Context: an optimization exercise on an open-source flow, tuned for small area, a short achievable clock period and few clock cycles per item. The choices shown serve that exercise and are no tape-out recipe.
RTL that was checked went through simulation tests only; none was proved equivalent to the original.
No activity file was given, so power comes from the tool's default toggle rates.

== run 1 ==
==> flow/design.v (excerpt) <==
module el2_exu_div_ctl
  (
   input logic           clk,                        
   input logic           rst_l,                      
   input logic           dp_valid,                   
   input logic           dp_unsign,                  
   input logic           dp_rem,                     
   input logic  [31:0]   dividend,                   
   input logic  [31:0]   divisor,                    
   input logic           cancel,                     
   output logic          finish_dly,                 
   output logic [31:0]   out                         
  );
Size: about 100 I/O pins, roughly 13,000 um2 of cells after synthesis.
==> flow/config.mk <==
export PLATFORM = sky130hd
export DESIGN_NAME = el2_exu_div_ctl
export DESIGN_NICKNAME = el2_exu_div_ctl
export VERILOG_FILES = /design/flow/design.v
export SDC_FILE = /design/flow/constraint.sdc
export NUM_CORES = 8
export LEC_CHECK = 0
export CAP_MARGIN = 40
export CORE_MARGIN = 2
export CORE_UTILIZATION = 25
export SETUP_SLACK_MARGIN = 5
export SLEW_MARGIN = 40
export SYNTH_HIERARCHICAL = 1
export SYNTH_MINIMUM_KEEP_SIZE = 0
==> flow/constraint.sdc <==
create_clock -name core_clock -period 12.0 [get_ports {clk}]
set_input_delay 2.4000 -clock core_clock [delete_from_list [all_inputs] [get_ports {clk}]]
set_output_delay 2.4000 -clock core_clock [all_outputs]
set_load 0.01 [all_outputs]
standard.sh (not shown) runs the stock make flow with config.mk's settings and CLKGATE_MAP_FILE= SYNTH_SCRIPT=/design/flow/synth_recipe.tcl, a recipe that flattens the netlist after the stock synthesis.
==> flow/flow/run.sh <==
#!/bin/bash
set -euo pipefail
MARGIN=${MARGIN:-6.8}
sed -E "s/SETUP_SLACK_MARGIN=[^ ]+/SETUP_SLACK_MARGIN=${MARGIN}/" standard.sh > standard_margin.sh
bash standard_margin.sh > flow.log 2>&1
Run 1 went all the way through the flow, and no timing, DRC or antenna check failed.
Testbench counts of run 1, summed over its fixed seeds: cycles 18,134, items 3,200.
#### Input delta (run 2 over run 1)
- CORE_UTILIZATION: 25 -> 60
==> comparison <==
In the tables for run 2 and run 1, global routing usage summed across all routing layers reads lower with run 1.
Taking run 1 as the reference point, the portion of total power attributed to combinational logic of run 2 falls by 1.3 points.
Status: arrival time of data at the critical path endpoint parity (run 2, run 1)
Run 2 against run 1: cell area after layout down about 4%, wire length on met3 went up, met3 global-route usage grew by 1.4 points.
Tapcell count was higher in run 1 than in run 2.
The following lists how run 3 was set up differently from run 2:
- an added ABC_AREA of 1
- a change of CORE_UTILIZATION from 60 to 40
==> flow/flow/run.sh <==
#!/bin/bash
set -euo pipefail
MARGIN=${MARGIN:-6.8}
PORTBUF=${PORTBUF:-sky130_fd_sc_hd__buf_1}
sed -E -e "s/SETUP_SLACK_MARGIN=[^ ]+/SETUP_SLACK_MARGIN=${MARGIN}/" \
       -e "s/CLKGATE_MAP_FILE= /CLKGATE_MAP_FILE= 'BUFFER_PORTS_ARGS=-buffer_cell ${PORTBUF}' /" \
       standard.sh > standard_mod.sh
grep -q "BUFFER_PORTS_ARGS" standard_mod.sh
bash standard_mod.sh > flow.log 2>&1
Findings:
Run 3 was carried through to the last stage, and its layout satisfied the timing, design-rule and antenna checks. Per the comparison of run 3 with run 2, power in the clock group moved up, part of the power in the clock network +1.8 points, post-synthesis instance total grew by 48%. Going from run 2 to run 3, the smallest hold slack was found to have gone up by 61 ps. Diff run 2 -> run 3 | post-detailed-route via-to-cell ratio | down by more than 10%. Looking at maximum clock rate, run 3 sits about 1.5% higher than run 2 does. Going from run 2 to run 3, number of max-capacitance violations reported has remained practically unchanged, leakage power total has increased. Compared to run 2, run 3 has fraction of final layout cells with drive strength greater than 1 8.8 points lower.
The following lists how run 4 was set up differently from run 3:
- ABC_AREA: 1 -> unset
==> run summary <==
- Run 4: flow completed, timing, DRC and antenna clean
- There was hardly any difference in clock-cell share of area between run 4 and run 3.
- Run 4 against run 3: die area decreased 2200 um2, clock latency reported for the late side of the worst-skew pair essentially unchanged.

el2_exu_div_ctl, a different RTL version from the one above (not shown whole).
Size in the first run: ~1300 cells after synthesis, about 100 I/O pins, ~12000 µm² of cells after synthesis.
clock: 12.0 ns
lec_check: 0
cap_margin: 40
core_margin: 2
core_utilization: 40
setup_slack_margin: 5
slew_margin: 40
synth_hierarchical: 1
synth_minimum_keep_size: 0
==> flow/flow/run.sh <==
#!/bin/bash
# The standard layout (standard.sh), with these changes in how the layout is made:
#  - every input and output port still gets its own buffer, but a plain buf_1
#    (OpenROAD's buffer_ports -buffer_cell) instead of the default delay buffer;
#    the resizer upsizes it where timing needs;
#  - any further ORFS variables listed in flow/extra_vars (one NAME=value per line).
# make's output goes to flow.log; ORFS keeps each step's own log under orfs/logs.
set -euo pipefail
MARGIN=${MARGIN:-6.8}
PORTBUF=${PORTBUF:-sky130_fd_sc_hd__buf_1}
EXTRA="'BUFFER_PORTS_ARGS=-buffer_cell ${PORTBUF}'"
if [[ -f flow/extra_vars ]]; then
  while read -r line; do
    [[ -z "$line" || "$line" == \#* ]] && continue
    EXTRA="$EXTRA '$line'"
  done < flow/extra_vars
fi
sed -E -e "s/SETUP_SLACK_MARGIN=[^ ]+/SETUP_SLACK_MARGIN=${MARGIN}/" \
       -e "s|CLKGATE_MAP_FILE= |CLKGATE_MAP_FILE= ${EXTRA} |" \
       standard.sh > standard_mod.sh
grep -q "BUFFER_PORTS_ARGS" standard_mod.sh
bash standard_mod.sh > flow.log 2>&1
The first run went through all stages and came out clean.
Then changed:
--- a/flow/flow/run.sh
+++ b/flow/flow/run.sh
@@ -9 +9 @@
-MARGIN=${MARGIN:-6.8}
+MARGIN=${MARGIN:-6.9}
==> flow/flow/extra_vars (new file) <==
SKIP_INCREMENTAL_REPAIR=1
- power is lower by a few percent
- cell count drops slightly
- clock-buffer cell count does not change
- global-route usage is higher by 0.18 points
- core utilization fell by 1.0 points
- cell area drops by a few percent
- hold slack is about the same
- area after synthesis stays the same
Then changed:
--- a/flow/flow/run.sh
+++ b/flow/flow/run.sh
@@ -9 +9 @@
-MARGIN=${MARGIN:-6.9}
+MARGIN=${MARGIN:-6.8}
Result: Global-route usage went down by 0.18 points. Via count went down by 0.44%. Worst setup slack is better by 0.030 ns. Sequential power went down by about 1%. Clock skew stays flat. Critical path depth went down by 4. First-iteration DRC count went down by 9.3%. Fmax went up by 0.57%. Cell area went down by 0.96%.
Function was not checked in any run of this note: the RTL went through the layout flow alone.

## port drivers added, routing unchanged
The flow's constraints put no driver on any port. The routed layouts listed below were extracted and timed again, unchanged, in two steps.
Step 1, drivers: a clkbuf_16 drives clk and a buf_2 each remaining input, both assumed.
Step 2 also shifts input and output timing later by t, the mid clock arrival at the registers, as if the neighbouring blocks saw the same clock.
a / b / c = ideal ports / drivers / drivers and shift; a / b = the first two.
run	t, ns	setup slack, ns	hold WS [ns]	worst slew at a driven data input, ns	cell pins on the clock port's net
run 1	0.422	6.791 / 6.769 / 6.769	0.462 / 0.462 / 0.462	0.05	1
run 2	0.410	6.784 / 6.734 / 6.853	0.480 / 0.480 / 0.480	0.04	1
run 3	0.413	6.859 / 6.837 / 6.837	0.541 / 0.541 / 0.541	0.06	1
run 4	0.399	6.802 / 6.755 / 6.809	0.467 / 0.467 / 0.467	0.05	1
the first run of note 2	0.417	6.588 / 6.536 / 6.823	0.448 / 0.448 / 0.448	0.04	1
the second run of note 2	0.420	6.592 / 6.540 / 6.803	0.447 / 0.447 / 0.447	0.04	1
the third run of note 2	0.418	6.623 / 6.571 / 6.775	0.450 / 0.450 / 0.450	0.04	1
After both steps every run listed still meets setup and hold.
